This design comes from an exercise in tuning for small area on the open sky130 flow, not from production work. Function was checked by simulation only, so behaviour that the tests miss may differ from the original. The clock port is modelled as an ideal driver; clocking choices that lean on that would not hold on a real chip.

--- flow/flow/run.sh ---
#!/bin/bash
# Own layout flow: the standard flow (standard.sh, which runs ORFS from
# synthesis to the final layout and writes out/final.def), with two changes:
#  - the port buffers use the smallest buffer cell;
#  - the clock tree uses larger sink clusters and no dummy loads.
# ORFS writes each step's full log under orfs/logs; make's own output goes to
# flow.log in this folder.
set -euo pipefail
export BUFFER_PORTS_ARGS="-buffer_cell sky130_fd_sc_hd__buf_1"
export CTS_ARGS="-sink_clustering_enable -repair_clock_nets -sink_clustering_size 25 -sink_clustering_max_diameter 100 -dont_use_dummy_load"
bash standard.sh > flow.log 2>&1
--- flow/standard.sh ---
#!/bin/bash
# synth_recipe.tcl (not shown) runs the flow's synth.tcl, then flattens the netlist and writes it again
# the make line also repeats each setting of config.mk as NAME=value (left out here)
make -C /OpenROAD-flow-scripts/flow DESIGN_CONFIG=/design/flow/config.mk WORK_HOME=/design/flow/orfs CLKGATE_MAP_FILE= SYNTH_SCRIPT=/design/flow/synth_recipe.tcl "${@:-finish}"
--- flow/config.mk ---
export PLATFORM = sky130hd
export DESIGN_NAME = hearing_aid_processor
export DESIGN_NICKNAME = hearing_aid_processor
export VERILOG_FILES = /design/flow/design.v
export SDC_FILE = /design/flow/constraint.sdc
export NUM_CORES = 8
export LEC_CHECK = 0
export CAP_MARGIN = 20
export CORE_MARGIN = 2
export CORE_UTILIZATION = 40
export SLEW_MARGIN = 20
--- flow/constraint.sdc ---
create_clock -name core_clock -period 40.0 [get_ports {clk}]
set_input_delay 8.0000 -clock core_clock [delete_from_list [all_inputs] [get_ports {clk}]]
set_output_delay 8.0000 -clock core_clock [all_outputs]
set_load 0.01 [all_outputs]
--- flow/design.v ---
module ha_fa (input wire a, input wire b, input wire c, output wire s, output wire co);
  assign s = a ^ b ^ c;
  assign co = (a & b) | (a & c) | (b & c);
endmodule
module ha_ha (input wire a, input wire b, output wire s, output wire co);
  assign s = a ^ b;
  assign co = a & b;
endmodule
module ha_add #(parameter W = 16) (
  input wire [W-1:0] a,
  input wire [W-1:0] b,
  input wire ci,
  output wire [W-1:0] y,
  output wire co
);
  wire [W:0] c;
  assign c[0] = ci;
  genvar i;
  generate
    for (i = 0; i < W; i = i + 1) begin : g
      ha_fa u (.a(a[i]), .b(b[i]), .c(c[i]), .s(y[i]), .co(c[i+1]));
    end
  endgenerate
  assign co = c[W];
endmodule
module ha_inc #(parameter W = 8) (
  input wire [W-1:0] a,
  input wire ci,
  output wire [W-1:0] y,
  output wire co
);
  wire [W:0] c;
  assign c[0] = ci;
  genvar i;
  generate
    for (i = 0; i < W; i = i + 1) begin : g
      ha_ha u (.a(a[i]), .b(c[i]), .s(y[i]), .co(c[i+1]));
    end
  endgenerate
  assign co = c[W];
endmodule
module lms_mac (
  input wire [15:0] a,
  input wire [8:0] b,
  input wire [34:0] x,
  output wire [34:0] y
);
  wire m_pp0_0 = a[0] & b[0];
  wire m_pp0_1 = a[0] & b[1];
  wire m_pp0_2 = a[0] & b[2];
  wire m_pp0_3 = a[0] & b[3];
  wire m_pp0_4 = a[0] & b[4];
  wire m_pp0_5 = a[0] & b[5];
  wire m_pp0_6 = a[0] & b[6];
  wire m_pp0_7 = a[0] & b[7];
  wire m_pp0_8 = ~(a[0] & b[8]);
  wire m_pp1_0 = a[1] & b[0];
  wire m_pp1_1 = a[1] & b[1];
  wire m_pp1_2 = a[1] & b[2];
  wire m_pp1_3 = a[1] & b[3];
  wire m_pp1_4 = a[1] & b[4];
  wire m_pp1_5 = a[1] & b[5];
  wire m_pp1_6 = a[1] & b[6];
  wire m_pp1_7 = a[1] & b[7];
  wire m_pp1_8 = ~(a[1] & b[8]);
  wire m_pp2_0 = a[2] & b[0];
  wire m_pp2_1 = a[2] & b[1];
  wire m_pp2_2 = a[2] & b[2];
  wire m_pp2_3 = a[2] & b[3];
  wire m_pp2_4 = a[2] & b[4];
  wire m_pp2_5 = a[2] & b[5];
  wire m_pp2_6 = a[2] & b[6];
  wire m_pp2_7 = a[2] & b[7];
  wire m_pp2_8 = ~(a[2] & b[8]);
  wire m_pp3_0 = a[3] & b[0];
  wire m_pp3_1 = a[3] & b[1];
  wire m_pp3_2 = a[3] & b[2];
  wire m_pp3_3 = a[3] & b[3];
  wire m_pp3_4 = a[3] & b[4];
  wire m_pp3_5 = a[3] & b[5];
  wire m_pp3_6 = a[3] & b[6];
  wire m_pp3_7 = a[3] & b[7];
  wire m_pp3_8 = ~(a[3] & b[8]);
  wire m_pp4_0 = a[4] & b[0];
  wire m_pp4_1 = a[4] & b[1];
  wire m_pp4_2 = a[4] & b[2];
  wire m_pp4_3 = a[4] & b[3];
  wire m_pp4_4 = a[4] & b[4];
  wire m_pp4_5 = a[4] & b[5];
  wire m_pp4_6 = a[4] & b[6];
  wire m_pp4_7 = a[4] & b[7];
  wire m_pp4_8 = ~(a[4] & b[8]);
  wire m_pp5_0 = a[5] & b[0];
  wire m_pp5_1 = a[5] & b[1];
  wire m_pp5_2 = a[5] & b[2];
  wire m_pp5_3 = a[5] & b[3];
  wire m_pp5_4 = a[5] & b[4];
  wire m_pp5_5 = a[5] & b[5];
  wire m_pp5_6 = a[5] & b[6];
  wire m_pp5_7 = a[5] & b[7];
  wire m_pp5_8 = ~(a[5] & b[8]);
  wire m_pp6_0 = a[6] & b[0];
  wire m_pp6_1 = a[6] & b[1];
  wire m_pp6_2 = a[6] & b[2];
  wire m_pp6_3 = a[6] & b[3];
  wire m_pp6_4 = a[6] & b[4];
  wire m_pp6_5 = a[6] & b[5];
  wire m_pp6_6 = a[6] & b[6];
  wire m_pp6_7 = a[6] & b[7];
  wire m_pp6_8 = ~(a[6] & b[8]);
  wire m_pp7_0 = a[7] & b[0];
  wire m_pp7_1 = a[7] & b[1];
  wire m_pp7_2 = a[7] & b[2];
  wire m_pp7_3 = a[7] & b[3];
  wire m_pp7_4 = a[7] & b[4];
  wire m_pp7_5 = a[7] & b[5];
  wire m_pp7_6 = a[7] & b[6];
  wire m_pp7_7 = a[7] & b[7];
  wire m_pp7_8 = ~(a[7] & b[8]);
  wire m_pp8_0 = a[8] & b[0];
  wire m_pp8_1 = a[8] & b[1];
  wire m_pp8_2 = a[8] & b[2];
  wire m_pp8_3 = a[8] & b[3];
  wire m_pp8_4 = a[8] & b[4];
  wire m_pp8_5 = a[8] & b[5];
  wire m_pp8_6 = a[8] & b[6];
  wire m_pp8_7 = a[8] & b[7];
  wire m_pp8_8 = ~(a[8] & b[8]);
  wire m_pp9_0 = a[9] & b[0];
  wire m_pp9_1 = a[9] & b[1];
  wire m_pp9_2 = a[9] & b[2];
  wire m_pp9_3 = a[9] & b[3];
  wire m_pp9_4 = a[9] & b[4];
  wire m_pp9_5 = a[9] & b[5];
  wire m_pp9_6 = a[9] & b[6];
  wire m_pp9_7 = a[9] & b[7];
  wire m_pp9_8 = ~(a[9] & b[8]);
  wire m_pp10_0 = a[10] & b[0];
  wire m_pp10_1 = a[10] & b[1];
  wire m_pp10_2 = a[10] & b[2];
  wire m_pp10_3 = a[10] & b[3];
  wire m_pp10_4 = a[10] & b[4];
  wire m_pp10_5 = a[10] & b[5];
  wire m_pp10_6 = a[10] & b[6];
  wire m_pp10_7 = a[10] & b[7];
  wire m_pp10_8 = ~(a[10] & b[8]);
  wire m_pp11_0 = a[11] & b[0];
  wire m_pp11_1 = a[11] & b[1];
  wire m_pp11_2 = a[11] & b[2];
  wire m_pp11_3 = a[11] & b[3];
  wire m_pp11_4 = a[11] & b[4];
  wire m_pp11_5 = a[11] & b[5];
  wire m_pp11_6 = a[11] & b[6];
  wire m_pp11_7 = a[11] & b[7];
  wire m_pp11_8 = ~(a[11] & b[8]);
  wire m_pp12_0 = a[12] & b[0];
  wire m_pp12_1 = a[12] & b[1];
  wire m_pp12_2 = a[12] & b[2];
  wire m_pp12_3 = a[12] & b[3];
  wire m_pp12_4 = a[12] & b[4];
  wire m_pp12_5 = a[12] & b[5];
  wire m_pp12_6 = a[12] & b[6];
  wire m_pp12_7 = a[12] & b[7];
  wire m_pp12_8 = ~(a[12] & b[8]);
  wire m_pp13_0 = a[13] & b[0];
  wire m_pp13_1 = a[13] & b[1];
  wire m_pp13_2 = a[13] & b[2];
  wire m_pp13_3 = a[13] & b[3];
  wire m_pp13_4 = a[13] & b[4];
  wire m_pp13_5 = a[13] & b[5];
  wire m_pp13_6 = a[13] & b[6];
  wire m_pp13_7 = a[13] & b[7];
  wire m_pp13_8 = ~(a[13] & b[8]);
  wire m_pp14_0 = a[14] & b[0];
  wire m_pp14_1 = a[14] & b[1];
  wire m_pp14_2 = a[14] & b[2];
  wire m_pp14_3 = a[14] & b[3];
  wire m_pp14_4 = a[14] & b[4];
  wire m_pp14_5 = a[14] & b[5];
  wire m_pp14_6 = a[14] & b[6];
  wire m_pp14_7 = a[14] & b[7];
  wire m_pp14_8 = ~(a[14] & b[8]);
  wire m_pp15_0 = ~(a[15] & b[0]);
  wire m_pp15_1 = ~(a[15] & b[1]);
  wire m_pp15_2 = ~(a[15] & b[2]);
  wire m_pp15_3 = ~(a[15] & b[3]);
  wire m_pp15_4 = ~(a[15] & b[4]);
  wire m_pp15_5 = ~(a[15] & b[5]);
  wire m_pp15_6 = ~(a[15] & b[6]);
  wire m_pp15_7 = ~(a[15] & b[7]);
  wire m_pp15_8 = a[15] & b[8];
  wire m_ns_x = ~x[34];
  wire m_1, m_2;
  ha_fa u_m_1 (.a(m_pp0_8), .b(m_pp1_7), .c(m_pp2_6), .s(m_1), .co(m_2));
  wire m_3, m_4;
  ha_fa u_m_3 (.a(m_pp1_8), .b(m_pp2_7), .c(m_pp3_6), .s(m_3), .co(m_4));
  wire m_5, m_6;
  ha_fa u_m_5 (.a(m_pp2_8), .b(m_pp3_7), .c(m_pp4_6), .s(m_5), .co(m_6));
  wire m_7, m_8;
  ha_fa u_m_7 (.a(m_pp3_8), .b(m_pp4_7), .c(m_pp5_6), .s(m_7), .co(m_8));
  wire m_9, m_10;
  ha_fa u_m_9 (.a(m_pp4_8), .b(m_pp5_7), .c(m_pp6_6), .s(m_9), .co(m_10));
  wire m_11, m_12;
  ha_fa u_m_11 (.a(m_pp5_8), .b(m_pp6_7), .c(m_pp7_6), .s(m_11), .co(m_12));
  wire m_13, m_14;
  ha_fa u_m_13 (.a(m_pp6_8), .b(m_pp7_7), .c(m_pp8_6), .s(m_13), .co(m_14));
  wire m_15, m_16;
  ha_fa u_m_15 (.a(m_pp7_8), .b(m_pp8_7), .c(m_pp9_6), .s(m_15), .co(m_16));
  wire m_17, m_18;
  ha_ha u_m_17 (.a(m_pp10_5), .b(m_pp11_4), .s(m_17), .co(m_18));
  wire m_19, m_20;
  ha_fa u_m_19 (.a(m_pp8_8), .b(m_pp9_7), .c(m_pp10_6), .s(m_19), .co(m_20));
  wire m_21, m_22;
  ha_ha u_m_21 (.a(m_pp0_5), .b(m_pp1_4), .s(m_21), .co(m_22));
  wire m_23, m_24;
  ha_fa u_m_23 (.a(m_pp0_6), .b(m_pp1_5), .c(m_pp2_4), .s(m_23), .co(m_24));
  wire m_25, m_26;
  ha_ha u_m_25 (.a(m_pp3_3), .b(m_pp4_2), .s(m_25), .co(m_26));
  wire m_27, m_28;
  ha_fa u_m_27 (.a(m_pp0_7), .b(m_pp1_6), .c(m_pp2_5), .s(m_27), .co(m_28));
  wire m_29, m_30;
  ha_fa u_m_29 (.a(m_pp3_4), .b(m_pp4_3), .c(m_pp5_2), .s(m_29), .co(m_30));
  wire m_31, m_32;
  ha_ha u_m_31 (.a(m_pp6_1), .b(m_pp7_0), .s(m_31), .co(m_32));
  wire m_33, m_34;
  ha_fa u_m_33 (.a(m_1), .b(m_pp3_5), .c(m_pp4_4), .s(m_33), .co(m_34));
  wire m_35, m_36;
  ha_fa u_m_35 (.a(m_pp5_3), .b(m_pp6_2), .c(m_pp7_1), .s(m_35), .co(m_36));
  wire m_37, m_38;
  ha_fa u_m_37 (.a(m_pp8_0), .b(x[8]), .c(1'b1), .s(m_37), .co(m_38));
  wire m_39, m_40;
  ha_fa u_m_39 (.a(m_2), .b(m_3), .c(m_pp4_5), .s(m_39), .co(m_40));
  wire m_41, m_42;
  ha_fa u_m_41 (.a(m_pp5_4), .b(m_pp6_3), .c(m_pp7_2), .s(m_41), .co(m_42));
  wire m_43, m_44;
  ha_fa u_m_43 (.a(m_pp8_1), .b(m_pp9_0), .c(x[9]), .s(m_43), .co(m_44));
  wire m_45, m_46;
  ha_fa u_m_45 (.a(m_4), .b(m_5), .c(m_pp5_5), .s(m_45), .co(m_46));
  wire m_47, m_48;
  ha_fa u_m_47 (.a(m_pp6_4), .b(m_pp7_3), .c(m_pp8_2), .s(m_47), .co(m_48));
  wire m_49, m_50;
  ha_fa u_m_49 (.a(m_pp9_1), .b(m_pp10_0), .c(x[10]), .s(m_49), .co(m_50));
  wire m_51, m_52;
  ha_fa u_m_51 (.a(m_6), .b(m_7), .c(m_pp6_5), .s(m_51), .co(m_52));
  wire m_53, m_54;
  ha_fa u_m_53 (.a(m_pp7_4), .b(m_pp8_3), .c(m_pp9_2), .s(m_53), .co(m_54));
  wire m_55, m_56;
  ha_fa u_m_55 (.a(m_pp10_1), .b(m_pp11_0), .c(x[11]), .s(m_55), .co(m_56));
  wire m_57, m_58;
  ha_fa u_m_57 (.a(m_8), .b(m_9), .c(m_pp7_5), .s(m_57), .co(m_58));
  wire m_59, m_60;
  ha_fa u_m_59 (.a(m_pp8_4), .b(m_pp9_3), .c(m_pp10_2), .s(m_59), .co(m_60));
  wire m_61, m_62;
  ha_fa u_m_61 (.a(m_pp11_1), .b(m_pp12_0), .c(x[12]), .s(m_61), .co(m_62));
  wire m_63, m_64;
  ha_fa u_m_63 (.a(m_10), .b(m_11), .c(m_pp8_5), .s(m_63), .co(m_64));
  wire m_65, m_66;
  ha_fa u_m_65 (.a(m_pp9_4), .b(m_pp10_3), .c(m_pp11_2), .s(m_65), .co(m_66));
  wire m_67, m_68;
  ha_fa u_m_67 (.a(m_pp12_1), .b(m_pp13_0), .c(x[13]), .s(m_67), .co(m_68));
  wire m_69, m_70;
  ha_fa u_m_69 (.a(m_12), .b(m_13), .c(m_pp9_5), .s(m_69), .co(m_70));
  wire m_71, m_72;
  ha_fa u_m_71 (.a(m_pp10_4), .b(m_pp11_3), .c(m_pp12_2), .s(m_71), .co(m_72));
  wire m_73, m_74;
  ha_fa u_m_73 (.a(m_pp13_1), .b(m_pp14_0), .c(x[14]), .s(m_73), .co(m_74));
  wire m_75, m_76;
  ha_fa u_m_75 (.a(m_14), .b(m_15), .c(m_17), .s(m_75), .co(m_76));
  wire m_77, m_78;
  ha_fa u_m_77 (.a(m_pp12_3), .b(m_pp13_2), .c(m_pp14_1), .s(m_77), .co(m_78));
  wire m_79, m_80;
  ha_fa u_m_79 (.a(m_pp15_0), .b(x[15]), .c(1'b1), .s(m_79), .co(m_80));
  wire m_81, m_82;
  ha_fa u_m_81 (.a(m_16), .b(m_18), .c(m_19), .s(m_81), .co(m_82));
  wire m_83, m_84;
  ha_fa u_m_83 (.a(m_pp11_5), .b(m_pp12_4), .c(m_pp13_3), .s(m_83), .co(m_84));
  wire m_85, m_86;
  ha_fa u_m_85 (.a(m_pp14_2), .b(m_pp15_1), .c(x[16]), .s(m_85), .co(m_86));
  wire m_87, m_88;
  ha_fa u_m_87 (.a(m_20), .b(m_pp9_8), .c(m_pp10_7), .s(m_87), .co(m_88));
  wire m_89, m_90;
  ha_fa u_m_89 (.a(m_pp11_6), .b(m_pp12_5), .c(m_pp13_4), .s(m_89), .co(m_90));
  wire m_91, m_92;
  ha_fa u_m_91 (.a(m_pp14_3), .b(m_pp15_2), .c(x[17]), .s(m_91), .co(m_92));
  wire m_93, m_94;
  ha_fa u_m_93 (.a(m_pp10_8), .b(m_pp11_7), .c(m_pp12_6), .s(m_93), .co(m_94));
  wire m_95, m_96;
  ha_fa u_m_95 (.a(m_pp13_5), .b(m_pp14_4), .c(m_pp15_3), .s(m_95), .co(m_96));
  wire m_97, m_98;
  ha_fa u_m_97 (.a(m_pp11_8), .b(m_pp12_7), .c(m_pp13_6), .s(m_97), .co(m_98));
  wire m_99, m_100;
  ha_ha u_m_99 (.a(m_pp0_3), .b(m_pp1_2), .s(m_99), .co(m_100));
  wire m_101, m_102;
  ha_fa u_m_101 (.a(m_pp0_4), .b(m_pp1_3), .c(m_pp2_2), .s(m_101), .co(m_102));
  wire m_103, m_104;
  ha_ha u_m_103 (.a(m_pp3_1), .b(m_pp4_0), .s(m_103), .co(m_104));
  wire m_105, m_106;
  ha_fa u_m_105 (.a(m_21), .b(m_pp2_3), .c(m_pp3_2), .s(m_105), .co(m_106));
  wire m_107, m_108;
  ha_fa u_m_107 (.a(m_pp4_1), .b(m_pp5_0), .c(x[5]), .s(m_107), .co(m_108));
  wire m_109, m_110;
  ha_fa u_m_109 (.a(m_22), .b(m_23), .c(m_25), .s(m_109), .co(m_110));
  wire m_111, m_112;
  ha_fa u_m_111 (.a(m_pp5_1), .b(m_pp6_0), .c(x[6]), .s(m_111), .co(m_112));
  wire m_113, m_114;
  ha_fa u_m_113 (.a(m_24), .b(m_26), .c(m_27), .s(m_113), .co(m_114));
  wire m_115, m_116;
  ha_fa u_m_115 (.a(m_29), .b(m_31), .c(x[7]), .s(m_115), .co(m_116));
  wire m_117, m_118;
  ha_fa u_m_117 (.a(m_28), .b(m_30), .c(m_32), .s(m_117), .co(m_118));
  wire m_119, m_120;
  ha_fa u_m_119 (.a(m_33), .b(m_35), .c(m_37), .s(m_119), .co(m_120));
  wire m_121, m_122;
  ha_fa u_m_121 (.a(m_34), .b(m_36), .c(m_38), .s(m_121), .co(m_122));
  wire m_123, m_124;
  ha_fa u_m_123 (.a(m_39), .b(m_41), .c(m_43), .s(m_123), .co(m_124));
  wire m_125, m_126;
  ha_fa u_m_125 (.a(m_40), .b(m_42), .c(m_44), .s(m_125), .co(m_126));
  wire m_127, m_128;
  ha_fa u_m_127 (.a(m_45), .b(m_47), .c(m_49), .s(m_127), .co(m_128));
  wire m_129, m_130;
  ha_fa u_m_129 (.a(m_46), .b(m_48), .c(m_50), .s(m_129), .co(m_130));
  wire m_131, m_132;
  ha_fa u_m_131 (.a(m_51), .b(m_53), .c(m_55), .s(m_131), .co(m_132));
  wire m_133, m_134;
  ha_fa u_m_133 (.a(m_52), .b(m_54), .c(m_56), .s(m_133), .co(m_134));
  wire m_135, m_136;
  ha_fa u_m_135 (.a(m_57), .b(m_59), .c(m_61), .s(m_135), .co(m_136));
  wire m_137, m_138;
  ha_fa u_m_137 (.a(m_58), .b(m_60), .c(m_62), .s(m_137), .co(m_138));
  wire m_139, m_140;
  ha_fa u_m_139 (.a(m_63), .b(m_65), .c(m_67), .s(m_139), .co(m_140));
  wire m_141, m_142;
  ha_fa u_m_141 (.a(m_64), .b(m_66), .c(m_68), .s(m_141), .co(m_142));
  wire m_143, m_144;
  ha_fa u_m_143 (.a(m_69), .b(m_71), .c(m_73), .s(m_143), .co(m_144));
  wire m_145, m_146;
  ha_fa u_m_145 (.a(m_70), .b(m_72), .c(m_74), .s(m_145), .co(m_146));
  wire m_147, m_148;
  ha_fa u_m_147 (.a(m_75), .b(m_77), .c(m_79), .s(m_147), .co(m_148));
  wire m_149, m_150;
  ha_fa u_m_149 (.a(m_76), .b(m_78), .c(m_80), .s(m_149), .co(m_150));
  wire m_151, m_152;
  ha_fa u_m_151 (.a(m_81), .b(m_83), .c(m_85), .s(m_151), .co(m_152));
  wire m_153, m_154;
  ha_fa u_m_153 (.a(m_82), .b(m_84), .c(m_86), .s(m_153), .co(m_154));
  wire m_155, m_156;
  ha_fa u_m_155 (.a(m_87), .b(m_89), .c(m_91), .s(m_155), .co(m_156));
  wire m_157, m_158;
  ha_fa u_m_157 (.a(m_88), .b(m_90), .c(m_92), .s(m_157), .co(m_158));
  wire m_159, m_160;
  ha_fa u_m_159 (.a(m_93), .b(m_95), .c(x[18]), .s(m_159), .co(m_160));
  wire m_161, m_162;
  ha_fa u_m_161 (.a(m_94), .b(m_96), .c(m_97), .s(m_161), .co(m_162));
  wire m_163, m_164;
  ha_fa u_m_163 (.a(m_pp14_5), .b(m_pp15_4), .c(x[19]), .s(m_163), .co(m_164));
  wire m_165, m_166;
  ha_fa u_m_165 (.a(m_98), .b(m_pp12_8), .c(m_pp13_7), .s(m_165), .co(m_166));
  wire m_167, m_168;
  ha_fa u_m_167 (.a(m_pp14_6), .b(m_pp15_5), .c(x[20]), .s(m_167), .co(m_168));
  wire m_169, m_170;
  ha_fa u_m_169 (.a(m_pp13_8), .b(m_pp14_7), .c(m_pp15_6), .s(m_169), .co(m_170));
  wire m_171, m_172;
  ha_ha u_m_171 (.a(m_pp0_2), .b(m_pp1_1), .s(m_171), .co(m_172));
  wire m_173, m_174;
  ha_fa u_m_173 (.a(m_99), .b(m_pp2_1), .c(m_pp3_0), .s(m_173), .co(m_174));
  wire m_175, m_176;
  ha_fa u_m_175 (.a(m_100), .b(m_101), .c(m_103), .s(m_175), .co(m_176));
  wire m_177, m_178;
  ha_fa u_m_177 (.a(m_102), .b(m_104), .c(m_105), .s(m_177), .co(m_178));
  wire m_179, m_180;
  ha_fa u_m_179 (.a(m_106), .b(m_108), .c(m_109), .s(m_179), .co(m_180));
  wire m_181, m_182;
  ha_fa u_m_181 (.a(m_110), .b(m_112), .c(m_113), .s(m_181), .co(m_182));
  wire m_183, m_184;
  ha_fa u_m_183 (.a(m_114), .b(m_116), .c(m_117), .s(m_183), .co(m_184));
  wire m_185, m_186;
  ha_fa u_m_185 (.a(m_118), .b(m_120), .c(m_121), .s(m_185), .co(m_186));
  wire m_187, m_188;
  ha_fa u_m_187 (.a(m_122), .b(m_124), .c(m_125), .s(m_187), .co(m_188));
  wire m_189, m_190;
  ha_fa u_m_189 (.a(m_126), .b(m_128), .c(m_129), .s(m_189), .co(m_190));
  wire m_191, m_192;
  ha_fa u_m_191 (.a(m_130), .b(m_132), .c(m_133), .s(m_191), .co(m_192));
  wire m_193, m_194;
  ha_fa u_m_193 (.a(m_134), .b(m_136), .c(m_137), .s(m_193), .co(m_194));
  wire m_195, m_196;
  ha_fa u_m_195 (.a(m_138), .b(m_140), .c(m_141), .s(m_195), .co(m_196));
  wire m_197, m_198;
  ha_fa u_m_197 (.a(m_142), .b(m_144), .c(m_145), .s(m_197), .co(m_198));
  wire m_199, m_200;
  ha_fa u_m_199 (.a(m_146), .b(m_148), .c(m_149), .s(m_199), .co(m_200));
  wire m_201, m_202;
  ha_fa u_m_201 (.a(m_150), .b(m_152), .c(m_153), .s(m_201), .co(m_202));
  wire m_203, m_204;
  ha_fa u_m_203 (.a(m_154), .b(m_156), .c(m_157), .s(m_203), .co(m_204));
  wire m_205, m_206;
  ha_fa u_m_205 (.a(m_158), .b(m_160), .c(m_161), .s(m_205), .co(m_206));
  wire m_207, m_208;
  ha_fa u_m_207 (.a(m_162), .b(m_164), .c(m_165), .s(m_207), .co(m_208));
  wire m_209, m_210;
  ha_fa u_m_209 (.a(m_166), .b(m_168), .c(m_169), .s(m_209), .co(m_210));
  wire m_211, m_212;
  ha_fa u_m_211 (.a(m_170), .b(m_pp14_8), .c(m_pp15_7), .s(m_211), .co(m_212));
  wire m_213, m_214;
  ha_ha u_m_213 (.a(m_pp0_1), .b(m_pp1_0), .s(m_213), .co(m_214));
  wire m_215, m_216;
  ha_fa u_m_215 (.a(m_171), .b(m_pp2_0), .c(x[2]), .s(m_215), .co(m_216));
  wire m_217, m_218;
  ha_fa u_m_217 (.a(m_172), .b(m_173), .c(x[3]), .s(m_217), .co(m_218));
  wire m_219, m_220;
  ha_fa u_m_219 (.a(m_174), .b(m_175), .c(x[4]), .s(m_219), .co(m_220));
  wire m_221, m_222;
  ha_fa u_m_221 (.a(m_176), .b(m_177), .c(m_107), .s(m_221), .co(m_222));
  wire m_223, m_224;
  ha_fa u_m_223 (.a(m_178), .b(m_179), .c(m_111), .s(m_223), .co(m_224));
  wire m_225, m_226;
  ha_fa u_m_225 (.a(m_180), .b(m_181), .c(m_115), .s(m_225), .co(m_226));
  wire m_227, m_228;
  ha_fa u_m_227 (.a(m_182), .b(m_183), .c(m_119), .s(m_227), .co(m_228));
  wire m_229, m_230;
  ha_fa u_m_229 (.a(m_184), .b(m_185), .c(m_123), .s(m_229), .co(m_230));
  wire m_231, m_232;
  ha_fa u_m_231 (.a(m_186), .b(m_187), .c(m_127), .s(m_231), .co(m_232));
  wire m_233, m_234;
  ha_fa u_m_233 (.a(m_188), .b(m_189), .c(m_131), .s(m_233), .co(m_234));
  wire m_235, m_236;
  ha_fa u_m_235 (.a(m_190), .b(m_191), .c(m_135), .s(m_235), .co(m_236));
  wire m_237, m_238;
  ha_fa u_m_237 (.a(m_192), .b(m_193), .c(m_139), .s(m_237), .co(m_238));
  wire m_239, m_240;
  ha_fa u_m_239 (.a(m_194), .b(m_195), .c(m_143), .s(m_239), .co(m_240));
  wire m_241, m_242;
  ha_fa u_m_241 (.a(m_196), .b(m_197), .c(m_147), .s(m_241), .co(m_242));
  wire m_243, m_244;
  ha_fa u_m_243 (.a(m_198), .b(m_199), .c(m_151), .s(m_243), .co(m_244));
  wire m_245, m_246;
  ha_fa u_m_245 (.a(m_200), .b(m_201), .c(m_155), .s(m_245), .co(m_246));
  wire m_247, m_248;
  ha_fa u_m_247 (.a(m_202), .b(m_203), .c(m_159), .s(m_247), .co(m_248));
  wire m_249, m_250;
  ha_fa u_m_249 (.a(m_204), .b(m_205), .c(m_163), .s(m_249), .co(m_250));
  wire m_251, m_252;
  ha_fa u_m_251 (.a(m_206), .b(m_207), .c(m_167), .s(m_251), .co(m_252));
  wire m_253, m_254;
  ha_fa u_m_253 (.a(m_208), .b(m_209), .c(x[21]), .s(m_253), .co(m_254));
  wire m_255, m_256;
  ha_fa u_m_255 (.a(m_210), .b(m_211), .c(x[22]), .s(m_255), .co(m_256));
  wire m_257, m_258;
  ha_fa u_m_257 (.a(m_212), .b(m_pp15_8), .c(x[23]), .s(m_257), .co(m_258));
  wire m_259, m_260;
  ha_ha u_m_259 (.a(x[24]), .b(1'b1), .s(m_259), .co(m_260));
  wire m_261, m_262;
  ha_ha u_m_261 (.a(x[25]), .b(1'b1), .s(m_261), .co(m_262));
  wire m_263, m_264;
  ha_ha u_m_263 (.a(x[26]), .b(1'b1), .s(m_263), .co(m_264));
  wire m_265, m_266;
  ha_ha u_m_265 (.a(x[27]), .b(1'b1), .s(m_265), .co(m_266));
  wire m_267, m_268;
  ha_ha u_m_267 (.a(x[28]), .b(1'b1), .s(m_267), .co(m_268));
  wire m_269, m_270;
  ha_ha u_m_269 (.a(x[29]), .b(1'b1), .s(m_269), .co(m_270));
  wire m_271, m_272;
  ha_ha u_m_271 (.a(x[30]), .b(1'b1), .s(m_271), .co(m_272));
  wire m_273, m_274;
  ha_ha u_m_273 (.a(x[31]), .b(1'b1), .s(m_273), .co(m_274));
  wire m_275, m_276;
  ha_ha u_m_275 (.a(x[32]), .b(1'b1), .s(m_275), .co(m_276));
  wire m_277, m_278;
  ha_ha u_m_277 (.a(x[33]), .b(1'b1), .s(m_277), .co(m_278));
  wire m_279, m_280;
  ha_ha u_m_279 (.a(m_pp0_0), .b(x[0]), .s(m_279), .co(m_280));
  assign y[0] = m_279;
  wire m_281, m_282;
  ha_fa u_m_281 (.a(m_213), .b(x[1]), .c(m_280), .s(m_281), .co(m_282));
  assign y[1] = m_281;
  wire m_283, m_284;
  ha_fa u_m_283 (.a(m_214), .b(m_215), .c(m_282), .s(m_283), .co(m_284));
  assign y[2] = m_283;
  wire m_285, m_286;
  ha_fa u_m_285 (.a(m_216), .b(m_217), .c(m_284), .s(m_285), .co(m_286));
  assign y[3] = m_285;
  wire m_287, m_288;
  ha_fa u_m_287 (.a(m_218), .b(m_219), .c(m_286), .s(m_287), .co(m_288));
  assign y[4] = m_287;
  wire m_289, m_290;
  ha_fa u_m_289 (.a(m_220), .b(m_221), .c(m_288), .s(m_289), .co(m_290));
  assign y[5] = m_289;
  wire m_291, m_292;
  ha_fa u_m_291 (.a(m_222), .b(m_223), .c(m_290), .s(m_291), .co(m_292));
  assign y[6] = m_291;
  wire m_293, m_294;
  ha_fa u_m_293 (.a(m_224), .b(m_225), .c(m_292), .s(m_293), .co(m_294));
  assign y[7] = m_293;
  wire m_295, m_296;
  ha_fa u_m_295 (.a(m_226), .b(m_227), .c(m_294), .s(m_295), .co(m_296));
  assign y[8] = m_295;
  wire m_297, m_298;
  ha_fa u_m_297 (.a(m_228), .b(m_229), .c(m_296), .s(m_297), .co(m_298));
  assign y[9] = m_297;
  wire m_299, m_300;
  ha_fa u_m_299 (.a(m_230), .b(m_231), .c(m_298), .s(m_299), .co(m_300));
  assign y[10] = m_299;
  wire m_301, m_302;
  ha_fa u_m_301 (.a(m_232), .b(m_233), .c(m_300), .s(m_301), .co(m_302));
  assign y[11] = m_301;
  wire m_303, m_304;
  ha_fa u_m_303 (.a(m_234), .b(m_235), .c(m_302), .s(m_303), .co(m_304));
  assign y[12] = m_303;
  wire m_305, m_306;
  ha_fa u_m_305 (.a(m_236), .b(m_237), .c(m_304), .s(m_305), .co(m_306));
  assign y[13] = m_305;
  wire m_307, m_308;
  ha_fa u_m_307 (.a(m_238), .b(m_239), .c(m_306), .s(m_307), .co(m_308));
  assign y[14] = m_307;
  wire m_309, m_310;
  ha_fa u_m_309 (.a(m_240), .b(m_241), .c(m_308), .s(m_309), .co(m_310));
  assign y[15] = m_309;
  wire m_311, m_312;
  ha_fa u_m_311 (.a(m_242), .b(m_243), .c(m_310), .s(m_311), .co(m_312));
  assign y[16] = m_311;
  wire m_313, m_314;
  ha_fa u_m_313 (.a(m_244), .b(m_245), .c(m_312), .s(m_313), .co(m_314));
  assign y[17] = m_313;
  wire m_315, m_316;
  ha_fa u_m_315 (.a(m_246), .b(m_247), .c(m_314), .s(m_315), .co(m_316));
  assign y[18] = m_315;
  wire m_317, m_318;
  ha_fa u_m_317 (.a(m_248), .b(m_249), .c(m_316), .s(m_317), .co(m_318));
  assign y[19] = m_317;
  wire m_319, m_320;
  ha_fa u_m_319 (.a(m_250), .b(m_251), .c(m_318), .s(m_319), .co(m_320));
  assign y[20] = m_319;
  wire m_321, m_322;
  ha_fa u_m_321 (.a(m_252), .b(m_253), .c(m_320), .s(m_321), .co(m_322));
  assign y[21] = m_321;
  wire m_323, m_324;
  ha_fa u_m_323 (.a(m_254), .b(m_255), .c(m_322), .s(m_323), .co(m_324));
  assign y[22] = m_323;
  wire m_325, m_326;
  ha_fa u_m_325 (.a(m_256), .b(m_257), .c(m_324), .s(m_325), .co(m_326));
  assign y[23] = m_325;
  wire m_327, m_328;
  ha_fa u_m_327 (.a(m_258), .b(m_259), .c(m_326), .s(m_327), .co(m_328));
  assign y[24] = m_327;
  wire m_329, m_330;
  ha_fa u_m_329 (.a(m_260), .b(m_261), .c(m_328), .s(m_329), .co(m_330));
  assign y[25] = m_329;
  wire m_331, m_332;
  ha_fa u_m_331 (.a(m_262), .b(m_263), .c(m_330), .s(m_331), .co(m_332));
  assign y[26] = m_331;
  wire m_333, m_334;
  ha_fa u_m_333 (.a(m_264), .b(m_265), .c(m_332), .s(m_333), .co(m_334));
  assign y[27] = m_333;
  wire m_335, m_336;
  ha_fa u_m_335 (.a(m_266), .b(m_267), .c(m_334), .s(m_335), .co(m_336));
  assign y[28] = m_335;
  wire m_337, m_338;
  ha_fa u_m_337 (.a(m_268), .b(m_269), .c(m_336), .s(m_337), .co(m_338));
  assign y[29] = m_337;
  wire m_339, m_340;
  ha_fa u_m_339 (.a(m_270), .b(m_271), .c(m_338), .s(m_339), .co(m_340));
  assign y[30] = m_339;
  wire m_341, m_342;
  ha_fa u_m_341 (.a(m_272), .b(m_273), .c(m_340), .s(m_341), .co(m_342));
  assign y[31] = m_341;
  wire m_343, m_344;
  ha_fa u_m_343 (.a(m_274), .b(m_275), .c(m_342), .s(m_343), .co(m_344));
  assign y[32] = m_343;
  wire m_345, m_346;
  ha_fa u_m_345 (.a(m_276), .b(m_277), .c(m_344), .s(m_345), .co(m_346));
  assign y[33] = m_345;
  assign y[34] = m_278 ^ m_ns_x ^ m_346;
endmodule
module hearing_aid_processor (
    input  wire                 clk,
    input  wire                 rst_n,
    input  wire signed [15:0]   audio_in,
    input  wire                 audio_valid,
    output wire signed [15:0]   audio_out,
    output wire                 audio_ready
);
    reg  [4:0]  ph;           
    reg         nready;       
    reg  [7:0]  cnt;          
    reg  [14:0] noise;        
    reg         pend;         
    reg         upd;          
    reg         mac;          
    reg         ready_q;
    reg  [255:0] wring;       
    reg  [255:0] dring;       
    reg  [34:0]  acc;         
    reg  [15:0]  s_q;         
    reg  [15:0]  e_q;         
    wire        take  = audio_valid & nready;     
    wire        ph31  = &ph;
    wire        ph0   = ~|ph;
    wire        hi    = ph[0];                    
    wire        start = ph31 & pend & ~upd;
    wire        nz    = |noise;
    wire [15:0] x     = audio_in;
    wire        xneg  = x[15];
    wire        nsamp = audio_valid & ~nready;    
    wire        nlast = nsamp & (&cnt);           
    wire        nacc  = nsamp & ~(&cnt);
    wire [15:0] nop = {1'b0, noise} ^ {16{~xneg}};
    wire [15:0] t;
    ha_add #(.W(16)) u_tadd (.a(x), .b(nop), .ci(~xneg), .y(t), .co());
    wire        keep = xneg ? (t[15] & nz) : ~t[15];
    wire [15:0] s    = t & {16{keep}};
    wire [7:0]  w0  = wring[7:0];
    wire [7:0]  w1  = wring[15:8];
    wire [7:0]  w31 = wring[255:248];
    wire [7:0]  d0  = dring[7:0];
    wire        lo_mac = mac & ~hi;
    wire        hi_mac = mac & hi;
    wire [15:0] ma = ({16{upd}} & e_q)
                   | ({16{lo_mac}} & {w1, w0})
                   | ({16{hi_mac}} & {w0, w31})
                   | ({16{nacc}} & x);
    wire [8:0]  mb = nacc ? {{8{xneg}}, 1'b1} : {hi & d0[7], d0};
    wire        x_full  = (lo_mac & ~ph0) | (nacc & (|cnt));
    wire        x_shift = ~nsamp & (hi | ~(upd | mac));
    wire [34:0] acc_sh  = {{8{acc[34]}}, acc[34:8]};
    wire [34:0] mx = ({35{x_full}} & acc) | ({35{x_shift}} & acc_sh);
    wire [34:0] mt;
    lms_mac u_mac (.a(ma), .b(mb), .x(mx), .y(mt));
    wire        full_wr = ((upd | mac) & ~hi) | nsamp;    
    wire        ovf = ~((&acc[34:30]) | ~(|acc[34:30]));
    assign audio_out   = ovf ? {acc[34], {15{~acc[34]}}} : acc[30:15];
    assign audio_ready = ready_q;
    wire        yovf = ~((&mt[26:22]) | ~(|mt[26:22]));
    wire [15:0] ynx  = yovf ? {mt[26], {15{~mt[26]}}} : mt[22:7];
    wire [15:0] e;
    ha_add #(.W(16)) u_esub (.a(s_q), .b(~ynx), .ci(1'b1), .y(e), .co());
    wire [9:0]  dw = mt[23:14] & {10{upd & hi}};
    wire [15:0] wcur = {w0, w31};
    wire [15:0] wsum;
    ha_add #(.W(16)) u_wadd (.a(wcur), .b({{6{dw[9]}}, dw}), .ci(1'b0), .y(wsum), .co());
    wire        wovf = (wcur[15] == dw[9]) & (wsum[15] != wcur[15]);
    wire [15:0] wnew = wovf ? {wcur[15], {15{~wcur[15]}}} : wsum;
    wire [4:0] ph_nx;
    wire [7:0] cnt_nx;
    ha_inc #(.W(5)) u_phinc (.a(ph), .ci(1'b1), .y(ph_nx), .co());
    ha_inc #(.W(8)) u_cntinc (.a(cnt), .ci(nsamp), .y(cnt_nx), .co());
    always @(posedge clk or negedge rst_n) begin
        if (!rst_n) begin
            ph      <= 5'd0;
            nready  <= 1'b0;
            cnt     <= 8'd0;
            pend    <= 1'b0;
            upd     <= 1'b0;
            mac     <= 1'b0;
            ready_q <= 1'b0;
        end else begin
            ph      <= ph_nx;
            ready_q <= start;
            cnt     <= cnt_nx;
            if (nlast)
                nready <= 1'b1;
            pend <= (pend | take) & ~start;
            if (ph31) begin
                upd <= start;
                mac <= upd;
            end
        end
    end
    always @(posedge clk) begin
        if (take)
            s_q <= s;
        if (nlast)
            noise <= acc[22:8];
        if (start)
            e_q <= e;
        acc[34:8] <= full_wr ? mt[34:8] : mt[26:0];
        if (full_wr)
            acc[7:0] <= mt[7:0];
        wring <= {wnew[15:8] & {8{nready}}, wnew[7:0], wring[247:8]};
        dring[231:0]   <= dring[239:8];
        dring[239:232] <= (upd & (ph[4:1] != 4'd0)) ? d0 : dring[247:240];
        dring[247:240] <= dring[255:248];
        dring[255:248] <= (upd & ph[4:1] == 4'd15) ? (hi ? s_q[15:8] : s_q[7:0])
                                                  : (d0 & {8{nready}});
    end
endmodule
==> notes.md, run 1 <==
====================================================================================
Maximum number of pins on one net before global-route repair                      46
Detail Placement HPWL                                                        32.0 mm
Peak fanout along the critical path                                               24
Critical Setup Path Class                                                     in2reg
Number of flops mapped to enable cells by yosys                                   55
Total setup buffers inserted after CTS                                             0
Standard cell area after detailed placement                              21600 sq um
Count of buffer and inverter cells on the critical path                           11
Sum Neg Setup Slack                                                             0 ps
Height of the die                                                             231 um
Cell type with the largest total area after synthesis                        dfxtp_1
Final weighted congestion in routability-driven placement                      0.957
Reg2Reg Launch Point                                                          nready
Initial Util                                                                   40.4%
Deepest level of the CTS H-tree                                                    1
Final period utilization                                                       66.4%
Xor-xnor portion of the synthesized cell area                                 0.846%
Post-route DRC violation count                                                     0
TritonCTS clock tree                                                            done
Avg Vias per Cell                                                               4.69
Inserted Clock Buffers                                                            28
CP startpoint kind                                                      primary input
Count of endpoints failing hold in the final timing report                         0
Count of state elements after synthesis                                          612
Clk sink count                                                                   612
Synthesis-to-layout area growth                                                7.70%
Core Footprint                                                           51200 sq um
Post-route clock skew                                                        43.1 ps
Reg2Reg Capture Point                                                        e_q[15]
Data arrival at the endpoint of the critical path                           26910 ps
Remaining number of nets flagged by the antenna check after routing                0
Die footprint                                                            53600 sq um
Count of cells resized by post-cts repair                                          0
Total routing resource utilization after global routing                        16.5%
GR Overflow Total                                                                  0
Cell area after layout                                                   22300 sq um
Final-report setup violation count                                                 0
Area share of fa/ha/maj cells after synthesis                                  20.2%
Clock Path Buffers                                                                 3
Reg-to-reg setup timing slack                                               20160 ps
Source-to-sink clock delay at the later pin of the worst-skew pair            590 ps
Post-synthesis average cell area                                          13.7 sq um
Post-synthesis compound-gate area fraction                                     4.61%
Dominant cell by count in the synthesized netlist                            dfxtp_1
Synth top area share                                                           52.1%
Combinational family with the most area after synthesis                  adder cells
Class of the tightest hold or removal check                                  reg2reg
Capturing element of the worst setup path                                    e_q[15]
Horiz. Die Dim                                                                231 um
Post-layout net count                                                           1783
Detailed Route WL                                                            42.3 mm
Max-cap viol count                                                                 0
Clock-pin slew on the worst setup and hold paths                               90 ps
Min Tclk post-route                                                         26570 ps
WP depth                                                                          61
Port Buf Inserts                                                                  35
Required @ worst endpoint                                                   40340 ps
Transition time at the pin with the least slew margin                        1050 ps
Slowest cell on crit path                                                     o21a_1
Cells after synthesis                                                           1513
Count of different cell masters after synthesis                                   47
Cell family with most CP delay                                           adder cells
Sequential-to-total area share from yosys stat                                 62.3%
Area fraction in and, or, nand and nor cells after synthesis                   6.86%
Number of antenna violations at the first check in global routing                  0
DRT Pass-1 Iters                                                                   5
Layout cell share with drive strength beyond 1                                 4.66%
Net count after synthesis                                                       1750
Synthesized area                                                         20700 sq um
Cell row count                                                                    83
Via count of the first global-routing pass                                     10800
Total via count in the routed design                                           10400
Result of the run                                                       finished clean
Starting DRC count in detailed routing                                           713
Depth of the worst register-to-register path                                      60
Final Slew Violations                                                              0
Share of synthesized area spent on multiplexers                                1.89%
CTS root buf                                                               clkbuf_16
Max transition margin                                                          29.2%
Top_reg_cell synth                                                           dfxtp_1
Highest attainable clock frequency                                          37.6 MHz
Setup repair after global routing missed its margin                               no
Average routed wire per standard cell                                        19.0 um
Most area-consuming cells after synthesis                               dfxtp_1, fa_1, edfxtp_1
First-pass GRT wire length                                                   66.2 mm
Yosys warning count                                                                1
Worst setup EP type                                                         register
Share of flip-flops with an asynchronous set or reset after synthesis          2.94%
Cell type with the highest occurrence count on the critical path                fa_1
Count of pins on the block boundary                                               36
Post-cts hold buffer count                                                         0
Maximum single-stage delay on the critical path                               690 ps
Most numerous cell types in the synthesized netlist                     dfxtp_1, fa_1, nand2_1, inv_1, nor2_1
Setup crit start                                                         audio_valid
====================================================================================
[through the flow]
stage                     std cells  hold slack [ps]  util, %  worst slack [ps]
final                          2225              317     43.5             13430
after global routing           2224              327     43.5             12440
after CTS                      2223              314     43.5             13290
after detailed placement       2195              312     42.1             12660
after global placement         2195              310     42.1             12820
after floorplan                1513              310        -             14200
[registers in the layout, indices dropped and copies added, names as in the netlist]
register,count
nready,1
ph,5
dring,256
s_q,16
cnt,8
acc,35
noise,15
wring,256
upd,1
e_q,16
pend,1
mac,1
ready_q,1
[cell families after synthesis]
logic type,count (synthesis)
AOI/OAI and AO/OA,136
xor gates and xnor gates,20
adders and majority gates,218
buffers and inverters,173
DFF,612
muxes,37
and+or+nand+nor,317
[final cells by class]
cell class	count	area, sq um
diodes	1	2.50
clock buffers	28	701
fillers	4666	28900
inverters	128	480
multi-input cells	728	7130
flip-flops and latches	612	12900
well taps	680	851
repair buffers	48	228
[cell usage in the layout (no fill, tap or decap), types with 3 or more instances in the layout]
master / Yosys / routed
dfrtp_1: 18 / 18
buf_1: 4 / 34
or2_2: 5 / 5
ha_1: 24 / 24
dfxtp_1: 539 / 539
edfxtp_1: 55 / 55
a22o_1: 9 / 9
buf_4: 0 / 12
nor2b_1: 9 / 9
nor4_1: 5 / 5
clkbuf_16: 0 / 28
xnor2_1: 14 / 14
nor2_1: 59 / 59
inv_1: 127 / 127
a22oi_1: 21 / 21
xor2_1: 6 / 6
and3_1: 11 / 11
nand2_1: 168 / 168
a222oi_1: 3 / 3
a221oi_1: 7 / 7
o21ai_0: 28 / 28
a21oi_1: 23 / 23
nand3_1: 13 / 13
a21o_1: 22 / 22
mux2i_1: 21 / 21
a221o_1: 7 / 7
nand2b_1: 3 / 3
fa_1: 194 / 194
mux2_2: 16 / 16
and2_1: 26 / 26
o21a_1: 11 / 11
or2_1: 5 / 5
[worst register-to-register path: cells and delay by family (launching register included)]
kind / cells / cell delay (ps)
AO/OA/AOI/OAI: 2 / 860
buffers and inverters: 10 / 680
adder cells (fa/ha/maj): 40 / 15130
AND/OR/NAND/NOR: 6 / 2040
flip-flops: 1 / 610
XOR/XNOR: 2 / 280
[how the worst min path moves through the flow]
stage	from	to	slack (ps)	cells past startpoint
floorplan	dring[8]	dring[0]	310	0
global placement	wring[78]	wring[70]	310	0
detailed placement	dring[24]	dring[16]	310	0
CTS	wring[36]	wring[28]	310	0
global route	wring[36]	wring[28]	330	0
finish	wring[94]	wring[86]	320	0
[routing by layer]
| metal | global-route usage [%] | vias to the layer above | share of wire [%] |
|---|---|---|---|
| met5 | 0 | - | 0 |
| met4 | 7.02 | 0 | 4.5 |
| met3 | 3.97 | 81 | 7.2 |
| met2 | 25.4 | 323 | 44 |
| met1 | 22.3 | 5200 | 44 |
| li1 | - | 4827 | - |
==> run 2, diff against run 1 <==
--- a/flow/flow/run.sh
+++ b/flow/flow/run.sh
@@ -7,5 +7,5 @@
 # flow.log in this folder.
 set -euo pipefail
 export BUFFER_PORTS_ARGS="-buffer_cell sky130_fd_sc_hd__buf_1"
-export CTS_ARGS="-sink_clustering_enable -repair_clock_nets -sink_clustering_size 25 -sink_clustering_max_diameter 100 -dont_use_dummy_load"
+export CTS_ARGS="-sink_clustering_enable -repair_clock_nets -sink_clustering_size 30 -sink_clustering_max_diameter 100 -dont_use_dummy_load"
 bash standard.sh > flow.log 2>&1
==> run 2 against run 1 <==
  * Still clean on timing, DRC and antenna
  * Worst hold slack better by 3.7 ps
  * Clock skew up 2.8 ps
  * Non-clock buffer count did not move
  * Critical path type unchanged
  * Die area unchanged
  * Via count increased by 0.15%
  * Register-to-register slack hardly changed
  * Count of clock-buffer cells in the layout down 4
==> notes.md, run 2 <==
====================================================================================
Result of the run                                                       finished clean
Final Slew Violations                                                              0
Slowest cell on crit path                                                     o21a_1
Most area-consuming cells after synthesis                               dfxtp_1, fa_1, edfxtp_1
Share of flip-flops with an asynchronous set or reset after synthesis          2.94%
Max transition margin                                                          29.0%
Placed instance count                                                           2195
Core Util, Final                                                               43.3%
Count of pins on the block boundary                                               36
Area used by sequential logic in the layout                              12900 sq um
Cell type with the highest occurrence count on the critical path                fa_1
Reg-to-reg setup timing slack                                               20170 ps
Detailed Route WL                                                            42.3 mm
Cells after synthesis                                                           1513
Number of cells traversed by the worst hold path                                   0
Starting DRC count in detailed routing                                           770
Initial Util                                                                   40.4%
Net count after synthesis                                                       1750
Die footprint                                                            53600 sq um
Deepest level of the CTS H-tree                                                    1
Average routed wire per standard cell                                        19.0 um
Class of the tightest hold or removal check                                  reg2reg
Post-route clock skew                                                        46.0 ps
Hold Worst Slack                                                              320 ps
Largest registers in the final layout                                   dring x256, wring x256, acc x35
Final period utilization                                                       66.4%
Critical Setup Path Class                                                     in2reg
Final weighted congestion in routability-driven placement                      0.957
Post-cts hold buffer count                                                         0
Reg2Reg Capture Point                                                        e_q[15]
Port Buf Inserts                                                                  35
Post-route DRC violation count                                                     0
Count of cells resized by post-cts repair                                          0
Max-cap viol count                                                                 0
Total setup buffers inserted after CTS                                             0
Setup repair after global routing missed its margin                               no
Synthesized area                                                         20700 sq um
Synth top area share                                                           52.1%
Cell row count                                                                    83
Source-to-sink clock delay at the later pin of the worst-skew pair            580 ps
Number of antenna violations at the first check in global routing                  0
GR Overflow Total                                                                  0
Reg2Reg Launch Point                                                          nready
Remaining number of nets flagged by the antenna check after routing                0
Sequential-to-total area share from yosys stat                                 62.3%
Clock Path Buffers                                                                 3
Top_reg_cell synth                                                           dfxtp_1
Count of inserted antenna diode cells                                              0
Cell type with the largest total area after synthesis                        dfxtp_1
Total via count in the routed design                                           10400
Depth of the worst register-to-register path                                      60
DRT Pass-1 Iters                                                                   5
Post-layout net count                                                           1779
Highest attainable clock frequency                                          37.6 MHz
Required @ worst endpoint                                                   40330 ps
Total routing resource utilization after global routing                        16.5%
Multi-input logic area                                                    7130 sq um
Synthesis-to-layout area growth                                                7.20%
Peak fanout along the critical path                                               24
Layout cell share with drive strength beyond 1                                 4.42%
Horiz. Die Dim                                                                231 um
Maximum number of pins on one net before global-route repair                      46
Transition time at the pin with the least slew margin                        1050 ps
Clk sink count                                                                   612
Via count of the first global-routing pass                                     10800
Top library cells by usage in the layout, fill and taps aside           dfxtp_1, fa_1, nand2_1
Post-synthesis average cell area                                          13.7 sq um
Maximum single-stage delay on the critical path                               700 ps
Sum Neg Setup Slack                                                             0 ps
Worst Hold Endpoint                                                        wring[28]
Worst Min Path Start                                                       wring[36]
Count of state elements after synthesis                                          612
TritonCTS clock tree                                                            done
Inserted Clock Buffers                                                            24
Count of endpoints failing hold in the final timing report                         0
Clock-pin slew on the worst setup and hold paths                              100 ps
Avg Vias per Cell                                                               4.71
Yosys warning count                                                                1
Final-report setup violation count                                                 0
Height of the die                                                             231 um
Fill cell instance count of the final layout                                    4671
Fin cells                                                                       2220
Number of flops mapped to enable cells by yosys                                   55
Detail Placement HPWL                                                        32.0 mm
Data arrival at the endpoint of the critical path                           26900 ps
Count of different cell masters after synthesis                                   47
First-pass GRT wire length                                                   66.1 mm
Min Tclk post-route                                                         26570 ps
CP startpoint kind                                                      primary input
Worst setup EP type                                                         register
Commonest non-fill, non-tap cell in the layout                               dfxtp_1
CTS root buf                                                               clkbuf_16
Core Footprint                                                           51200 sq um
Dominant cell by count in the synthesized netlist                            dfxtp_1
Most numerous cell types in the synthesized netlist                     dfxtp_1, fa_1, nand2_1, inv_1, nor2_1
====================================================================================
-- run 2: cell counts after synthesis --
Identical to the previous run, type by type.
-- run 2: routing by layer --
metal  vias to the layer above  share of wire [%]  GRT usage [%]
met1                      5238                 44           22.3
met2                       313                 44           25.5
li1                       4819                  -              -
met5                         -                  0              0
met3                        77                7.0           3.81
met4                         0                4.5           6.90
-- run 2: cell families (layout without fill, tap and decap cells) --
logic type / Yosys count / in the layout / share of synthesized area (%)
DFF: 612 / 612 / 62.3
and+or+nand+nor: 317 / 317 / 6.86
buffers and inverters: 173 / 200 / 3.28
xor gates and xnor gates: 20 / 20 / 0.846
muxes: 37 / 37 / 1.89
adders and majority gates: 218 / 218 / 20.2
AOI/OAI and AO/OA: 136 / 136 / 4.61
-- run 2: worst max-delay path: cells and delay by family --
family	cells	cell delay (ps)
AND/OR/NAND/NOR	6	1840
XOR/XNOR	2	280
AO/OA/AOI/OAI	2	870
buffers and inverters	11	780
adder cells (fa/ha/maj)	40	15100
-- run 2: worst max-delay path by stage --
| stage | slack, ps | cells after the start | startpoint | to |
|---|---|---|---|---|
| floorplan | 14200 | 60 | audio_valid | e_q[15] |
| global placement | 12820 | 62 | audio_valid | e_q[15] |
| detailed placement | 12660 | 62 | audio_valid | e_q[15] |
| CTS | 13280 | 62 | audio_valid | e_q[15] |
| global route | 12430 | 61 | audio_valid | e_q[15] |
| finish | 13430 | 61 | audio_valid | e_q[15] |
-- run 2: cell type report --
cell class | count | share of cell area (%)
Tap cell | 680 | 3.84
Inverter | 128 | 2.17
Multi-Input combinational cell | 728 | 32.1
Timing Repair Buffer | 48 | 1.03
Clock buffer | 24 | 2.71
Sequential cell | 612 | 58.1
-- run 2: stage by stage --
stage / instance area (sq um) / setup slack, ps
after detailed placement: 21600 / 12660
final: 22200 / 13430
after CTS: 22200 / 13280
after floorplan: 20700 / 14200
after global placement: 21600 / 12820
after global routing: 22200 / 12430
==> run 3, diff against run 2 <==
--- a/flow/flow/run.sh
+++ b/flow/flow/run.sh
@@ -7,5 +7,5 @@
 # flow.log in this folder.
 set -euo pipefail
 export BUFFER_PORTS_ARGS="-buffer_cell sky130_fd_sc_hd__buf_1"
-export CTS_ARGS="-sink_clustering_enable -repair_clock_nets -sink_clustering_size 30 -sink_clustering_max_diameter 100 -dont_use_dummy_load"
+export CTS_ARGS="-sink_clustering_enable -repair_clock_nets -sink_clustering_size 40 -sink_clustering_max_diameter 70 -dont_use_dummy_load"
 bash standard.sh > flow.log 2>&1
==> run 3 against run 2 <==
  * Flip-flop and latch count is the same
  * Wire length grew 0.32%
  * Final area grew 0.45%
  * Sequential share of layout area shrank 0.26 points
  * Register-to-register slack lost 40 ps
  * Maximum frequency shrank 0.11%
  * Synthesized cell count is the same
  * First-iteration DRC count shrank 16%
  * Worst hold slack lost 65 ps
  * Largest cell class unchanged
==> notes.md, run 3 <==
====================================================================================
Result of the run                                                       finished clean
Reg2Reg Launch Point                                                          nready
Depth of the worst register-to-register path                                      60
Count of different cell masters after synthesis                                   47
Minimum setup slack after placement                                         12660 ps
Source-to-sink clock delay at the later pin of the worst-skew pair            610 ps
Count of pins on the block boundary                                               36
Final period utilization                                                       66.5%
Required @ worst endpoint                                                   40320 ps
Critical Setup Path Class                                                     in2reg
Max transition margin                                                          29.8%
Count of endpoints failing hold in the final timing report                         0
Post-route DRC violation count                                                     0
Data arrival at the endpoint of the critical path                           26920 ps
Sequential-to-total area share from yosys stat                                 62.3%
Inserted Clock Buffers                                                            28
Min Tclk post-route                                                         26600 ps
Clk sink count                                                                   612
Port Buf Inserts                                                                  35
Detail Placement HPWL                                                        32.0 mm
Final Slew Violations                                                              0
Largest registers in the final layout                                   dring x256, wring x256, acc x35
Share of synthesized area spent on multiplexers                                1.89%
Most area-consuming cells after synthesis                               dfxtp_1, fa_1, edfxtp_1
Post-layout net count                                                           1783
Reg2Reg Capture Point                                                        e_q[15]
Deepest level of the CTS H-tree                                                    1
Total via count in the routed design                                           10500
Post-cts hold buffer count                                                         0
Total routing resource utilization after global routing                        16.5%
CP startpoint kind                                                      primary input
CTS root buf                                                               clkbuf_16
Total setup buffers inserted after CTS                                             0
GR Overflow Total                                                                  0
Die footprint                                                            53600 sq um
Xor-xnor portion of the synthesized cell area                                 0.846%
Count of inserted antenna diode cells                                              0
Average routed wire per standard cell                                        19.1 um
Post-synthesis average cell area                                          13.7 sq um
Area share of fa/ha/maj cells after synthesis                                  20.2%
Layout cell share with drive strength beyond 1                                 4.66%
Number of flops mapped to enable cells by yosys                                   55
Peak fanout along the critical path                                               24
Detailed Route WL                                                            42.4 mm
Fin cells                                                                       2224
Top library cells by usage in the layout, fill and taps aside           dfxtp_1, fa_1, nand2_1
Transition time at the pin with the least slew margin                        1040 ps
Final-report setup violation count                                                 0
Setup repair after global routing missed its margin                               no
Sum Neg Setup Slack                                                             0 ps
Commonest non-fill, non-tap cell in the layout                               dfxtp_1
Final weighted congestion in routability-driven placement                      0.957
Share of flip-flops with an asynchronous set or reset after synthesis          2.94%
Most numerous cell types in the synthesized netlist                     dfxtp_1, fa_1, nand2_1, inv_1, nor2_1
Clock-pin slew on the worst setup and hold paths                              120 ps
Highest attainable clock frequency                                          37.6 MHz
Cell type with the highest occurrence count on the critical path                fa_1
Cells after synthesis                                                           1513
Dominant cell by count in the synthesized netlist                            dfxtp_1
Synth top area share                                                           52.1%
TritonCTS clock tree                                                            done
Class of the tightest hold or removal check                                  reg2reg
Remaining number of nets flagged by the antenna check after routing                0
Max-cap viol count                                                                 0
Synthesized area                                                         20700 sq um
Height of the die                                                             231 um
Count of buffer and inverter cells on the critical path                           11
Yosys warning count                                                                1
Clock Path Buffers                                                                 3
Maximum number of pins on one net before global-route repair                      46
Reg-to-reg setup timing slack                                               20130 ps
Horiz. Die Dim                                                                231 um
Area fraction in and, or, nand and nor cells after synthesis                   6.86%
Initial Util                                                                   40.4%
Slowest cell on crit path                                                     o21a_1
Synthesis-to-layout area growth                                                7.69%
Net count after synthesis                                                       1750
Count of cells resized by post-cts repair                                          0
Core Footprint                                                           51200 sq um
Worst setup slack after layout                                              13400 ps
Combinational family with the most area after synthesis                  adder cells
Cell row count                                                                    83
Worst Min Path Start                                                      dring[251]
Cell type with the largest total area after synthesis                        dfxtp_1
Number of cells traversed by the worst hold path                                   0
Count of state elements after synthesis                                          612
Worst Hold Endpoint                                                       dring[243]
Top_reg_cell synth                                                           dfxtp_1
Core Util, Final                                                               43.5%
Post-route clock skew                                                        89.4 ps
Avg Vias per Cell                                                               4.71
Placed instance count                                                           2195
Number of antenna violations at the first check in global routing                  0
Cell family with most CP delay                                           adder cells
Via count of the first global-routing pass                                     10800
Maximum single-stage delay on the critical path                               690 ps
Starting DRC count in detailed routing                                           645
Post-synthesis compound-gate area fraction                                     4.61%
Worst setup EP type                                                         register
First-pass GRT wire length                                                   66.2 mm
DRT Pass-1 Iters                                                                   6
====================================================================================
-- run 3: final cells by class --
cell class / instances / area [sq um]
clock buffer: 28 / 701
sequential: 612 / 12900
timing repair buffer: 48 / 228
multi-input combinational: 728 / 7130
fill: 4667 / 28900
tap: 680 / 851
inverter: 128 / 480
-- run 3: per-stage QoR --
stage / area (sq um) / hold WS, ps
after floorplan: 20700 / 310
after global placement: 21600 / 310
after detailed placement: 21600 / 312
after CTS: 22300 / 259
after global routing: 22300 / 261
final: 22300 / 256
-- run 3: layer usage --
metal  routed length, um  GRT usage (%)
met5                   0              0
met3                3100           4.13
met4                2110           7.24
met1               18500           22.2
met2               18700           25.3
-- run 3: cells by family (layout without fill, tap and decap cells) --
family                   count (synthesis)  in the layout
adder cells (fa/ha/maj)                218            218
buffers and inverters                  173            204
AND/OR/NAND/NOR                        317            317
flip-flops                             612            612
AO/OA/AOI/OAI                          136            136
multiplexers                            37             37
XOR/XNOR                                20             20
-- run 3: worst max-delay path by stage --
stage,slack (ps),endpoint,cells after the start,startpoint
after detailed placement,12660,e_q[15],62,audio_valid
final,13400,e_q[15],61,audio_valid
after global routing,12410,e_q[15],61,audio_valid
after floorplan,14200,e_q[15],60,audio_valid
after global placement,12820,e_q[15],62,audio_valid
after CTS,13260,e_q[15],62,audio_valid
==> run 4, diff against run 3 <==
--- a/flow/flow/run.sh
+++ b/flow/flow/run.sh
@@ -7,5 +7,5 @@
 # flow.log in this folder.
 set -euo pipefail
 export BUFFER_PORTS_ARGS="-buffer_cell sky130_fd_sc_hd__buf_1"
-export CTS_ARGS="-sink_clustering_enable -repair_clock_nets -sink_clustering_size 40 -sink_clustering_max_diameter 70 -dont_use_dummy_load"
+export CTS_ARGS="-sink_clustering_enable -repair_clock_nets -sink_clustering_size 35 -sink_clustering_max_diameter 90 -dont_use_dummy_load"
 bash standard.sh > flow.log 2>&1
==> run 4 against run 3 <==
  * Still clean on timing, DRC and antenna
  * Final cell count shrank 0.18%
  * Via count shrank 0.67%
  * Area after synthesis is the same
  * Register-to-register slack gained 60 ps
  * Final area shrank 0.45%
  * Count of clock-buffer cells in the layout shrank 4
  * Clock skew shrank 9.5 ps
==> notes.md, run 4 <==
==================================================================================
Result of the run                                                     finished clean
CTS root buf                                                             clkbuf_16
Number of antenna violations at the first check in global routing                0
Clock Path Buffers                                                               3
Worst setup EP type                                                       register
Clk sink count                                                                 612
Detailed Route WL                                                          42.3 mm
Count of buffer and inverter cells on the critical path                         11
Hold Worst Slack                                                            286 ps
Xor-xnor portion of the synthesized cell area                               0.846%
Net count after synthesis                                                     1750
TritonCTS clock tree                                                          done
Post-route clock skew                                                      79.9 ps
Transition time at the pin with the least slew margin                      1050 ps
Total via count in the routed design                                         10400
Initial Util                                                                 40.4%
Combinational family with the most area after synthesis                adder cells
Count of pins on the block boundary                                             36
Data arrival at the endpoint of the critical path                         26910 ps
Post-cts hold buffer count                                                       0
Slowest cell on crit path                                                   o21a_1
Commonest non-fill, non-tap cell in the layout                             dfxtp_1
Horiz. Die Dim                                                              231 um
Top library cells by usage in the layout, fill and taps aside         dfxtp_1, fa_1, nand2_1
Total setup buffers inserted after CTS                                           0
Post-synthesis compound-gate area fraction                                   4.61%
Area share of fa/ha/maj cells after synthesis                                20.2%
Layout cell share with drive strength beyond 1                               4.42%
Cell row count                                                                  83
Final period utilization                                                     66.4%
Worst setup slack after layout                                            13440 ps
Deepest level of the CTS H-tree                                                  1
Area fraction in and, or, nand and nor cells after synthesis                 6.86%
Port Buf Inserts                                                                35
Cell type with the highest occurrence count on the critical path              fa_1
Number of cells traversed by the worst hold path                                 0
Depth of the worst register-to-register path                                    60
Core Footprint                                                         51200 sq um
Count of state elements after synthesis                                        612
Cell family with most CP delay                                         adder cells
Average routed wire per standard cell                                      19.1 um
Final-report setup violation count                                               0
Detail Placement HPWL                                                      32.0 mm
Highest attainable clock frequency                                        37.7 MHz
Remaining number of nets flagged by the antenna check after routing              0
Sequential-to-total area share from yosys stat                               62.3%
Total routing resource utilization after global routing                      16.5%
Post-layout net count                                                         1779
==================================================================================
[run 4: cell counts after synthesis]
No cell type changed its count.
[run 4: per-stage QoR]
stage / cells / instance area, sq um / utilization [%]
finish: 2220 / 22200 / 43.3
global route: 2220 / 22200 / 43.3
CTS: 2219 / 22200 / 43.3
detailed placement: 2195 / 21600 / 42.1
global placement: 2195 / 21600 / 42.1
floorplan: 1513 / 20700 / -
[run 4: area by class of cell]
class                           count  area, sq um
Clock buffer                       24          601
Tap cell                          680          851
Multi-Input combinational cell    728         7130
Sequential cell                   612        12900
Inverter                          128          480
Timing Repair Buffer               48          228
Fill cell                        4676        29000
[run 4: worst reg2reg max path, delay by kind of cell (launching register included)]
kind                     cells  cell delay (ps)
adder cells (fa/ha/maj)     40            15130
AND/OR/NAND/NOR              6             2050
AO/OA/AOI/OAI                2              860
buffers and inverters       10              680
flip-flops                   1              610
XOR/XNOR                     2              280
[run 4: kinds of logic after synthesis]
| logic type | Yosys count |
|---|---|
| AOI/OAI and AO/OA | 136 |
| and+or+nand+nor | 317 |
| muxes | 37 |
| DFF | 612 |
| adders and majority gates | 218 |
| xor gates and xnor gates | 20 |
| buffers and inverters | 173 |
[run 4: final timing paths]
| kind | from | endpoint | slack [ps] |
|---|---|---|---|
| worst max-delay path | audio_valid | e_q[15] | 13440 |
| worst min-delay path | wring[67] | wring[59] | 290 |
| worst max register to register | nready | e_q[15] | 20190 |
| worst min register to register | wring[67] | wring[59] | 290 |
| max in group asynchronous | rst_n | ph[3] | 32290 |
| min in group asynchronous | rst_n | cnt[3] | 7350 |
[run 4: per-layer routing]
metal  vias up  global-route usage, %  share of wire [%]  routed length [um]
li1       4817                      -                  -                   -
met1      5188                   22.3                 44               18700
met2       313                   25.5                 44               18800
met3        84                   3.62                6.8                2860
met4         0                   6.98                4.5                1900
met5         -                      0                  0                   0

==> static timing again, ports no longer ideal <==
In the flow no input, the clock included, has a driving cell. The finished layouts below were timed again as built, in two steps. Step 1: set_driving_cell puts a clkbuf_16 on clk and a buf_2 on each other input, an assumption about the parent block. Step 2 moves the port delays by t, midway between the first and last clock arrival at a register: inputs arrive t later, outputs are due t later. That takes back most of the time a late clock gives input paths. Slacks: no drivers / after step 1 / after step 2; pairs: no drivers / after step 1.
run | shift t [ns] | setup slack, ns | worst setup path after step 2 | pins driven straight from the clock port
run 1 | 0.625 | 13.432 / 13.408 / 12.783 | input to register | 1
run 2 | 0.615 | 13.430 / 13.406 / 12.791 | input to register | 1
run 3 | 0.621 | 13.401 / 13.375 / 12.753 | input to register | 1
run 4 | 0.609 | 13.444 / 13.418 / 12.808 | input to register | 1
After both steps every run listed still meets setup and hold. For run 1, which loses most, drivers alone change the setup slack by -0.024 ns; drivers and shift together by -0.649 ns.
